What follows belongs to an exercise in optimizing a design on an open flow for small area and a short achievable clock period; a production flow would make more cautious choices. No functional check of the RTL was part of this run. Power is estimated from default activity; no workload was simulated.

## design/flow/config.mk

```make
export PLATFORM = sky130hd
export DESIGN_NAME = b15
export DESIGN_NICKNAME = b15
export VERILOG_FILES = /design/flow/design.v
export SDC_FILE = /design/flow/constraint.sdc
export NUM_CORES = 8
export LEC_CHECK = 0
export CAP_MARGIN = 20
export CORE_MARGIN = 2
export CORE_UTILIZATION = 40
export SETUP_SLACK_MARGIN = 0.3
export SLEW_MARGIN = 20
```

## design/flow/design.v

```verilog
module b15(BE_n, Address, W_R_n, D_C_n, M_IO_n, ADS_n, Datai, Datao, CLOCK, NA_n, BS16_n, READY_n, HOLD, RESET);
input CLOCK;
input RESET;
input NA_n;
input BS16_n;
input READY_n;
input HOLD;
input [31:0] Datai;
output reg [3:0] BE_n;
output [31:0] Address;
output reg W_R_n;
output reg D_C_n;
output reg M_IO_n;
output reg ADS_n;
output [31:0] Datao;
localparam [2:0] StateInit = 3'd0, StateTi = 3'd1, StateT1 = 3'd2, StateT2 = 3'd3,
                 StateT1P = 3'd4, StateTh = 3'd5, StateT2P = 3'd6, StateT2I = 3'd7;
localparam [3:0] Si = 4'd0, S1 = 4'd1, S2 = 4'd2, S3 = 4'd3, S4 = 4'd4,
                 S5 = 4'd5, S6 = 4'd6, S7 = 4'd7, S8 = 4'd8, S9 = 4'd9;
reg [29:0] Addr;
reg [30:0] Dout;
assign Address = {2'b00, Addr};
assign Datao = {1'b0, Dout};
reg [2:0] State;
reg StateBS16;           
reg [3:0] ByteEnable;
reg RequestPending, ReadRequest, MemoryFetch, CodeFetch;
reg [3:0] State2;
reg [7:0] InstQueue [0:15];
reg [3:0] Rd, Wr;
reg [31:0] EAX, EBX, rEIP, IAP, PAP;
reg Flush, More;
wire [29:0] addr4 = rEIP[31:2] + {29'd0, rEIP[31] & (rEIP[1] | rEIP[0])};
wire [29:0] addr2 = rEIP[30:1] + {29'd0, rEIP[31] & rEIP[0]};
always @(posedge CLOCK, posedge RESET) begin
	if (RESET) begin
		BE_n <= 4'b0000;
		Addr <= 30'd0;
		W_R_n <= 1'b0;
		D_C_n <= 1'b0;
		M_IO_n <= 1'b0;
		ADS_n <= 1'b0;
		State <= StateInit;
		StateBS16 <= 1'b0;
	end else begin
		case (State)
			StateInit: begin
				D_C_n <= 1'b1;
				ADS_n <= 1'b1;
				StateBS16 <= 1'b1;
				State <= StateTi;
			end
			StateTi: begin
				if (RequestPending) State <= StateT1;
				else if (HOLD) State <= StateTh;
			end
			StateT1: begin
				Addr <= addr4;
				BE_n <= ByteEnable;
				M_IO_n <= MemoryFetch;
				W_R_n <= ~ReadRequest;
				D_C_n <= ~CodeFetch;
				ADS_n <= 1'b0;
				State <= StateT2;
			end
			StateT2: begin
				if (!READY_n && !HOLD && RequestPending) State <= StateT1;
				else if (READY_n && NA_n) State <= StateT2;
				else if ((RequestPending || HOLD) && READY_n && !NA_n) State <= StateT2I;
				else if (!RequestPending && !HOLD && !READY_n) State <= StateTi;
				StateBS16 <= BS16_n;
				ADS_n <= 1'b1;
			end
			StateT1P: begin
				if (!NA_n && !HOLD && RequestPending) State <= StateT2P;
				else if (!NA_n) State <= StateT2I;
				else State <= StateT2;
				StateBS16 <= BS16_n;
				ADS_n <= 1'b1;
			end
			StateTh: begin
				if (!HOLD) State <= RequestPending ? StateT1 : StateTi;
			end
			StateT2P: begin
				Addr <= addr2;
				BE_n <= ByteEnable;
				M_IO_n <= MemoryFetch;
				W_R_n <= ~ReadRequest;
				D_C_n <= ~CodeFetch;
				ADS_n <= 1'b0;
				if (!READY_n) State <= StateT1P;
			end
			StateT2I: begin
				if (READY_n && RequestPending && !HOLD) State <= StateT2P;
				else if (!READY_n && HOLD) State <= StateTh;
				else if (!READY_n) State <= RequestPending ? StateT1 : StateTi;
			end
		endcase
	end
end
always @(posedge CLOCK) begin
	case ({StateBS16, rEIP[1:0]})
		3'b000: ByteEnable <= 4'b1100;
		3'b001: ByteEnable <= 4'b1001;
		3'b010: ByteEnable <= 4'b0011;
		3'b011: ByteEnable <= 4'b0111;
		3'b100: ByteEnable <= 4'b0000;
		3'b101: ByteEnable <= 4'b0001;
		3'b110: ByteEnable <= 4'b0011;
		default: ByteEnable <= 4'b0111;
	endcase
end
wire [7:0] d0 = Datai[7:0];
wire [7:0] b2 = Datai[23:16] + {7'd0, Datai[31] & (|Datai[15:0])};
wire [7:0] b3 = Datai[31:24] + {7'd0, Datai[31] & (|Datai[23:0])};
wire [3:0] rd1 = Rd + 4'd1, rd2 = Rd + 4'd2, rd3 = Rd + 4'd3, rd4 = Rd + 4'd4;
wire [3:0] wr1 = Wr + 4'd1, wr2 = Wr + 4'd2, wr3 = Wr + 4'd3;
wire [7:0] op = InstQueue[Rd];
wire [7:0] q1 = InstQueue[rd1];
wire [7:0] q2 = InstQueue[rd2];
wire [7:0] q3 = InstQueue[rd3];
wire [7:0] q4 = InstQueue[rd4];
wire [7:0] q0 = InstQueue[0];
wire [4:0] avail = {1'b0, Wr} - {1'b0, Rd};
wire ge2 = !avail[4] && (avail[3:0] >= 4'd2);
wire ge3 = !avail[4] && (avail[3:0] >= 4'd3);
wire ge5 = !avail[4] && (avail[3:0] >= 4'd5);
wire inT1 = (State == StateT1) || (State == StateT1P);
wire [31:0] pap2 = PAP + 32'd2;
wire [31:0] absEBX = EBX[31] ? -EBX : EBX;
wire [14:0] eaxHi = EAX[30:16] + {14'd0, EAX[31] & (|EAX[15:0])};
wire [31:0] rdp1 = {27'd0, {1'b0, Rd} + 5'd1};
reg [3:0] rd_n;
reg [31:0] iap_n;
reg flush_n, more_n;
reg [3:0] st2_n;
integer i;
always @(posedge CLOCK, posedge RESET) begin
	if (RESET) begin
		State2 <= Si;
		for (i = 0; i < 16; i = i + 1) InstQueue[i] <= 8'd0;
		Rd <= 4'd0;
		Wr <= 4'd0;
		IAP <= 32'd0;
		PAP <= 32'd0;
		Flush <= 1'b0;
		More <= 1'b0;
		CodeFetch <= 1'b0;
		Dout <= 31'd0;
		EAX <= 32'd0;
		EBX <= 32'd0;
		rEIP <= 32'd0;
		ReadRequest <= 1'b0;
		MemoryFetch <= 1'b0;
		RequestPending <= 1'b0;
	end else begin
		case (State2)
			Si: begin
				State2 <= S1;
				rEIP <= 32'hFFFF0;
				ReadRequest <= 1'b1;
				MemoryFetch <= 1'b1;
				RequestPending <= 1'b1;
			end
			S1: begin
				RequestPending <= 1'b1;
				ReadRequest <= 1'b1;
				MemoryFetch <= 1'b1;
				CodeFetch <= 1'b1;
				if (!READY_n) State2 <= S2;
			end
			S2: begin
				RequestPending <= 1'b0;
				InstQueue[Wr] <= d0;
				InstQueue[wr1] <= d0;
				if (StateBS16) begin
					InstQueue[wr2] <= b2;
					InstQueue[wr3] <= b3;
					Wr <= Wr + 4'd4;
					PAP <= PAP + 32'd4;
					State2 <= S5;
				end else begin
					Wr <= Wr + 4'd2;
					PAP <= pap2;
					rEIP <= pap2[31] ? -pap2 : pap2;
					State2 <= S3;
				end
			end
			S3: begin
				RequestPending <= 1'b1;
				if (!READY_n) State2 <= S4;
			end
			S4: begin
				RequestPending <= 1'b0;
				InstQueue[Wr] <= d0;
				InstQueue[wr1] <= d0;
				Wr <= Wr + 4'd2;
				PAP <= pap2;
				State2 <= S5;
			end
			S5: begin
				rd_n = Rd;
				iap_n = IAP;
				flush_n = Flush;
				more_n = More;
				st2_n = S5;
				case (op)
					8'hEB: begin
						if (ge3) begin
							iap_n = IAP + 32'd2 + {{24{q1[7]}}, q1};
							PAP <= iap_n;
							flush_n = 1'b1; more_n = 1'b0;
						end else begin
							flush_n = 1'b0; more_n = 1'b1;
						end
					end
					8'hE9: begin
						if (ge5) begin
							iap_n = IAP + 32'd5 + {24'd0, q1};
							PAP <= iap_n;
							flush_n = 1'b1; more_n = 1'b0;
						end else begin
							flush_n = 1'b0; more_n = 1'b1;
						end
					end
					8'hB8: begin
						if (ge5) begin
							EAX <= {{1'b0, q4} + {8'd0, q3[7]}, q3[6:0], q2, q1};
							flush_n = 1'b0; more_n = 1'b0;
							iap_n = IAP + 32'd5;
							rd_n = Rd + 4'd5;
						end else begin
							flush_n = 1'b0; more_n = 1'b1;
						end
					end
					8'hBB: begin
						if (ge5) begin
							EBX <= {{1'b0, q4} + {8'd0, q3[7]}, q3[6:0], q2, q0};
							flush_n = 1'b0; more_n = 1'b0;
							iap_n = IAP + 32'd5;
							rd_n = Rd + 4'd5;
						end else begin
							flush_n = 1'b0; more_n = 1'b1;
						end
					end
					8'h8B: begin
						if (ge2) begin
							rEIP <= absEBX;
							RequestPending <= 1'b1;
							ReadRequest <= 1'b1;
							MemoryFetch <= 1'b1;
							CodeFetch <= 1'b0;
							if (!READY_n) begin
								RequestPending <= 1'b0;
								if (!StateBS16) rEIP <= rEIP + 32'd2;
								EAX <= {1'b0, Datai[14:0], Datai[15:0]};
								flush_n = 1'b0; more_n = 1'b0;
								iap_n = IAP + 32'd2;
								rd_n = Rd + 4'd2;
							end
						end else begin
							flush_n = 1'b0; more_n = 1'b1;
						end
					end
					8'h89: begin
						if (ge2) begin
							rEIP <= EBX;
							RequestPending <= 1'b1;
							ReadRequest <= 1'b0;
							MemoryFetch <= 1'b1;
							CodeFetch <= 1'b0;
							if (inT1) begin
								Dout <= {eaxHi, EAX[15:0]};
								if (!READY_n) begin
									RequestPending <= 1'b0;
									if (!StateBS16) begin
										rEIP <= rEIP + 32'd2;
										RequestPending <= 1'b1;
										st2_n = S6;
									end
									flush_n = 1'b0; more_n = 1'b0;
									iap_n = IAP + 32'd2;
									rd_n = Rd + 4'd2;
								end
							end
						end else begin
							flush_n = 1'b0; more_n = 1'b1;
						end
					end
					8'hE4: begin
						if (ge2) begin
							rEIP <= rdp1;
							RequestPending <= 1'b1;
							ReadRequest <= 1'b1;
							MemoryFetch <= 1'b0;
							CodeFetch <= 1'b0;
							if (!READY_n) begin
								RequestPending <= 1'b0;
								EAX <= Datai;
								iap_n = IAP + 32'd2;
								rd_n = Rd + 4'd2;
								flush_n = 1'b0; more_n = 1'b0;
							end
						end else begin
							flush_n = 1'b0; more_n = 1'b1;
						end
					end
					8'hE6: begin
						if (ge2) begin
							rEIP <= rdp1;
							RequestPending <= 1'b0;
							ReadRequest <= 1'b0;
							MemoryFetch <= 1'b0;
							CodeFetch <= 1'b0;
							if (inT1) begin
								Dout <= {15'd0, EAX[15:0]};
								if (!READY_n) begin
									iap_n = IAP + 32'd2;
									rd_n = Rd + 4'd2;
									flush_n = 1'b0; more_n = 1'b0;
								end
							end
						end else begin
							flush_n = 1'b0; more_n = 1'b1;
						end
					end
					8'hD0, 8'hC0: begin
						iap_n = IAP + 32'd2;
						rd_n = Rd + 4'd2;
						flush_n = 1'b0; more_n = 1'b0;
					end
					8'h40: begin
						EAX <= EAX + 32'd1;
						iap_n = IAP + 32'd1;
						rd_n = Rd + 4'd1;
						flush_n = 1'b0; more_n = 1'b0;
					end
					8'h43: begin
						EBX <= EBX + 32'd1;
						iap_n = IAP + 32'd1;
						rd_n = Rd + 4'd1;
						flush_n = 1'b0; more_n = 1'b0;
					end
					default: begin
						iap_n = IAP + 32'd1;
						rd_n = Rd + 4'd1;
						flush_n = 1'b0; more_n = 1'b0;
					end
				endcase
				if (!(rd_n < Wr) || rd_n >= 4'd12 || flush_n || more_n) st2_n = S7;
				Rd <= rd_n;
				IAP <= iap_n;
				Flush <= flush_n;
				More <= more_n;
				State2 <= st2_n;
			end
			S6: begin
				if (!READY_n) begin
					RequestPending <= 1'b0;
					State2 <= S5;
				end
			end
			S7: begin
				if (Flush) begin
					Rd <= IAP[0] ? ((IAP[1] ^ IAP[31]) ? 4'd4 : 4'd2) : 4'd1;
					Wr <= 4'd1;
					State2 <= S9;
				end else if (Rd >= 4'd13) begin
					Wr <= 4'd0;
					State2 <= S8;
				end else begin
					State2 <= S9;
				end
			end
			S8: begin
				if (Rd != 4'd15) begin
					InstQueue[Wr] <= InstQueue[Rd];
					Rd <= Rd + 4'd1;
					Wr <= Wr + 4'd1;
				end else begin
					Rd <= 4'd0;
					State2 <= S9;
				end
			end
			S9: begin
				rEIP <= PAP;
				State2 <= S1;
			end
			default: ;
		endcase
	end
end
endmodule
```

## design/flow/constraint.sdc

```tcl
create_clock -name core_clock -period 8.0 [get_ports {CLOCK}]
set_input_delay 1.6000 -clock core_clock [delete_from_list [all_inputs] [get_ports {CLOCK}]]
set_output_delay 1.6000 -clock core_clock [all_outputs]
set_load 0.01 [all_outputs]
```

## design/flow/run.sh

```bash
#!/bin/bash
# synth_recipe.tcl (not shown) runs the flow's synth.tcl, then flattens the netlist and writes it again
# the make line also repeats each setting of config.mk as NAME=value (left out here)
make -C /OpenROAD-flow-scripts/flow DESIGN_CONFIG=/design/flow/config.mk WORK_HOME=/design/flow/orfs CLKGATE_MAP_FILE= SYNTH_SCRIPT=/design/flow/synth_recipe.tcl finish
```

==> run summary <==
worst max-delay path: cells and delay by family, from the launching register on:
| family | cells | cell delay, ns |
|---|---|---|
| and+or+nand+nor | 3 | 0.71 |
| muxes | 1 | 0.21 |
| DFF | 1 | 0.58 |
| buffers and inverters | 3 | 1.15 |
| adders and majority gates | 1 | 0.39 |
| AOI/OAI and AO/OA | 13 | 3.38 |
| xor gates and xnor gates | 1 | 0.81 |
cells in the final DEF, fill, tap and decap left out, types with 23 or more instances in the layout:
cell / synthesis / routed
a211oi_1: 28 / 28
a21o_1: 34 / 34
a21oi_1: 496 / 489
a221oi_1: 113 / 113
a222oi_1: 48 / 48
a22o_1: 74 / 74
a22oi_1: 125 / 125
a31oi_1: 65 / 65
and2_1: 37 / 37
and3_1: 87 / 87
buf_4: 3 / 170
clkbuf_16: 0 / 53
clkdlybuf4s50_1: 0 / 105
dfrtp_1: 379 / 378
ha_1: 96 / 95
inv_1: 89 / 88
mux2_2: 24 / 24
mux2i_1: 134 / 134
nand2_1: 603 / 599
nand3_1: 226 / 226
nand4_1: 61 / 61
nor2_1: 498 / 494
nor2b_1: 23 / 23
nor3_1: 141 / 131
nor4_1: 34 / 32
o211ai_1: 79 / 79
o21ai_0: 506 / 506
o21bai_1: 26 / 26
o221ai_1: 25 / 25
o22a_1: 65 / 65
o22ai_1: 87 / 87
o31ai_1: 41 / 41
or3_1: 70 / 68
xnor2_1: 193 / 188
xor2_1: 127 / 124
per-stage QoR:
stage / instance area, um2 / hold WS, ns / setup slack (ns)
5_1_grt: 43500 / 0.441 / 0.476
3_3_place_gp: 41600 / 0.404 / 1.04
4_1_cts: 43400 / 0.413 / 0.837
3_5_place_dp: 41600 / 0.406 / 0.892
6_report: 43500 / 0.412 / 0.651
2_1_floorplan: 39300 / 0.398 / 1.30
worst max-delay path by stage:
stage / end / from / depth (start not counted) / slack [ns]
final: PAP[31]$_DFFE_PP0P_ / Rd[3]$_DFFE_PP0P_ / 22 / 0.65
after global routing: PAP[31]$_DFFE_PP0P_ / Rd[3]$_DFFE_PP0P_ / 20 / 0.48
after CTS: PAP[31]$_DFFE_PP0P_ / Rd[3]$_DFFE_PP0P_ / 22 / 0.84
after detailed placement: PAP[31]$_DFFE_PP0P_ / Rd[3]$_DFFE_PP0P_ / 22 / 0.89
after global placement: PAP[31]$_DFFE_PP0P_ / Rd[3]$_DFFE_PP0P_ / 22 / 1.04
after floorplan: PAP[25]$_DFFE_PP0P_ / Rd[1]$_DFFE_PP0P_ / 22 / 1.30
metal layers:
| layer | wire length, um | GRT usage, % | vias up | part of all wire [%] |
|---|---|---|---|---|
| li1 | - | - | 20027 | - |
| met1 | 82600 | 51.9 | 22270 | 40 |
| met2 | 82200 | 54.8 | 3286 | 40 |
| met3 | 29200 | 15.0 | 805 | 14 |
| met4 | 13700 | 22.1 | 20 | 6.6 |
| met5 | 265 | 1.18 | - | 0.13 |
cell type report:
type	count	area, um2	area share, %
inverters	94	357	0.819
diodes	13	32.5	0.0747
clock inverters	19	272	0.624
multi-input cells	4466	27700	63.7
well taps	1276	1600	3.67
flip-flops and latches	383	9570	22.0
repair buffers	285	2440	5.60
clock buffers	74	1540	3.53
power by group through the flow:
stage	registers (mW)	logic (mW)	clock network, mW
floorplan	3.40	12.2	0
global placement	4.72	17.1	0
detailed placement	4.71	17.2	0
CTS	4.68	17.3	2.58
global route	4.88	19.2	2.65
finish	4.88	18.1	2.56
flip-flops by register name (all words and copies together), names as in the netlist, 3 cells and up:
register / flops
InstQueue: 128
EAX: 32
EBX: 32
IAP: 32
PAP: 32
rEIP: 32
Dout: 31
Addr: 30
BE_n: 4
ByteEnable: 4
Rd: 4
State2: 4
Wr: 4
State: 3
synth_stat cells (17+ instances only):
cell type | number | share of area (%)
a211oi_1 | 28 | 0.53
a21o_1 | 34 | 0.65
a21oi_1 | 496 | 6.3
a221o_1 | 22 | 0.56
a221oi_1 | 113 | 2.5
a222oi_1 | 48 | 1.2
a22o_1 | 74 | 1.6
a22oi_1 | 125 | 2.4
a31oi_1 | 65 | 1.0
a32oi_1 | 17 | 0.38
a41oi_1 | 19 | 0.42
and2_1 | 37 | 0.59
and3_1 | 87 | 1.4
and4_1 | 18 | 0.40
buf_1 | 35 | 0.33
buf_2 | 19 | 0.24
clkbuf_1 | 425 | 4.1
dfrtp_1 | 379 | 24
ha_1 | 96 | 3.1
inv_1 | 89 | 0.85
mux2_2 | 24 | 0.69
mux2i_1 | 134 | 3.4
nand2_1 | 603 | 5.8
nand2b_1 | 19 | 0.30
nand3_1 | 226 | 2.9
nand4_1 | 61 | 0.97
nor2_1 | 498 | 4.8
nor2b_1 | 23 | 0.37
nor3_1 | 141 | 1.8
nor4_1 | 34 | 0.54
o211ai_1 | 79 | 1.5
o21ai_0 | 506 | 6.4
o21ai_1 | 17 | 0.22
o21bai_1 | 26 | 0.50
o221ai_1 | 25 | 0.56
o22a_1 | 65 | 1.4
o22ai_1 | 87 | 1.4
o31ai_1 | 41 | 0.78
or3_1 | 70 | 1.1
or4_1 | 17 | 0.32
xnor2_1 | 193 | 4.3
xor2_1 | 127 | 2.8
kinds of logic (layout without fill, tap and decap cells):
family / count (synthesis) / after routing / share of synthesized area (%)
flops: 383 / 383 / 24.3
buf+inv: 580 / 472 / 5.70
other cells: 1 / 16 / 0.00954
fa+ha+maj: 100 / 100 / 3.23
mux: 159 / 159 / 4.16
compound gates: 2003 / 2003 / 33.2
xor+xnor: 321 / 321 / 7.19
simple gates: 1880 / 1880 / 22.2
==> results.ini <==
[synthesis]
synth-seq-cells = 383
ys_async_sr_fraction_pct = 99.0
synth.avg_cell_area_um2 = 7.24
ys_types = 93
syn_inst = 5427
synth-edff-count = 0
netlist_area_um2 = 39300
synth_warnings = 2
synth_seq_area_share_pct = 24.3
synth-main-ff-cell = dfrtp_1

[clock_tree]
ctsResizeCount = 0
clk-insertion-delay-late_ns = 0.68
cts_made_buffers = 51
post_cts_buffers = 0
path_clk_slew_ns = 0.07
clockRootBuffer = clkbuf_16
cts_hold_buffers = 0
clk_path_buf_depth = 3
htree_levels = 2
cts_tree = yes
cts_sinks = 383

[placed_design]
portBuffers = 106
dpl.hpwl_um = 148000
placed_cells = 6499
routabilityCongestion = 1.16

[floorplanning]
die_x_um = 317
start_util_pct = 40.5
placeableCoreArea_um2 = 97000
ios = 110
rows = 114
die_y_um = 317
dieArea_um2 = 101000

[global_routing]
antenna_found_initial = 17
grt_usage_pct = 39.5
grt_pass1_wl_um = 298000
grt_overflow_total = 0
grt_pass1_vias = 41989
grt_start_max_net_pins = 151

[worst_hold_path]
whs_path_depth = 2
worst_hold_path.endpoint = BE_n[0]$_DFFE_PP0N_
min_from = ByteEnable[0]$_DFF_P_
hp-class = flip-flop to flip-flop

[power]
power_density_nw_per_um2 = 586
finalPower_mw = 25.5
clock_power_share_pct = 10.0
power_switching_mw = 15.0
combPwrFrac_pct = 70.9
static-leakage-power_nw = 16.3
seqPwrFrac_pct = 19.1
p_sw_share_pct = 58.7
internal_power_mw = 10.5
vdd_ir_drop_max_uv = 265

[detailed_routing]
drt_iter0_drc = 7014
drt_pass1_iterations = 15
drtAntennaViolNets = 0
wl_um = 208000
drc = 0
wl_per_cell_um = 31.5
num_vias = 46408
vias_per_cell = 7.02

[sta]
period_needed_ns = 7.35
setup_violations = 0
max_freq_ghz = 0.136
rsz0062_at_grt = no
drv_slew = 0
finalCritPeriodShare_pct = 91.9
tns_ns = 0
finalHoldViolCount = 0
timing.slew.headroom_pct = 11.0
fin_skew_ns = 0.0306
tightest_slew_ns = 1.33

[setup_path]
cp.arrival_ns = 7.93
cp_cell_sequence = clkinv_1 > xnor2_2 > buf_4 > mux2i_1 > o32ai_1 > a221o_1 > a2111oi_0 > a21oi_4 > buf_4 > ha_1 > a21o_1 > a21o_1 > a21oi_1 > o21ai_0 > or2_2 > a41oi_1 > a21oi_1 > o21bai_1 > nor2_1 > o22a_1 > or3_1 > o211ai_1
required_ns = 8.58
ff2ff_path_depth = 22
r2r_end = PAP[31]$_DFFE_PP0P_
slowest_stage = a2111oi_0
cpPeakStageDelay_ns = 0.92
endpoint_kind = flip-flop
start_kind = flip-flop
r2r_start = Rd[3]$_DFFE_PP0P_
reg2reg_setup_slack_ns = 0.65
worstSetupPathType = flip-flop to flip-flop
cp_max_fo = 21

[cells_and_area]
layout-drive-gt1-share_pct = 6.90
final_nets = 5418
fin_util_pct = 44.9
syn2layout_area_growth_pct = 10.8
fillCellCount = 9879
instances_no_fill = 6610

[job]
drv_cap = 0

[run_status]
status = timing/DRC/antenna clean

## afterwards: timing with drivers on the ports
No port has a modelled driver above. Below, the same layout with a new extraction and two added sets of constraints.
Step 1 (the two cells are an assumption about what drives the block):
set clk [get_ports {CLOCK}]
set_driving_cell -lib_cell sky130_fd_sc_hd__clkbuf_16 $clk
set_driving_cell -lib_cell sky130_fd_sc_hd__buf_2 [delete_from_list [all_inputs] $clk]
Step 2 adds t to the input delays and takes it off the output delays; t is the mean of the earliest and latest rising clock arrival at the registers after step 1. Input paths then give back, and output paths get back, about the clock's delay inside the block.
Three values: no drivers, after step 1, after step 2; two values: the first two.
shift t [ns]: 0.742
setup WS [ns]: 0.651 / 0.651 / 0.651
worst slew at a driven data input, ns: 0.04
pins driven straight from the clock port: 1
After both steps this run still meets setup and hold. For this run, drivers alone change the setup slack by 0.000 ns; drivers and shift together by 0.000 ns.
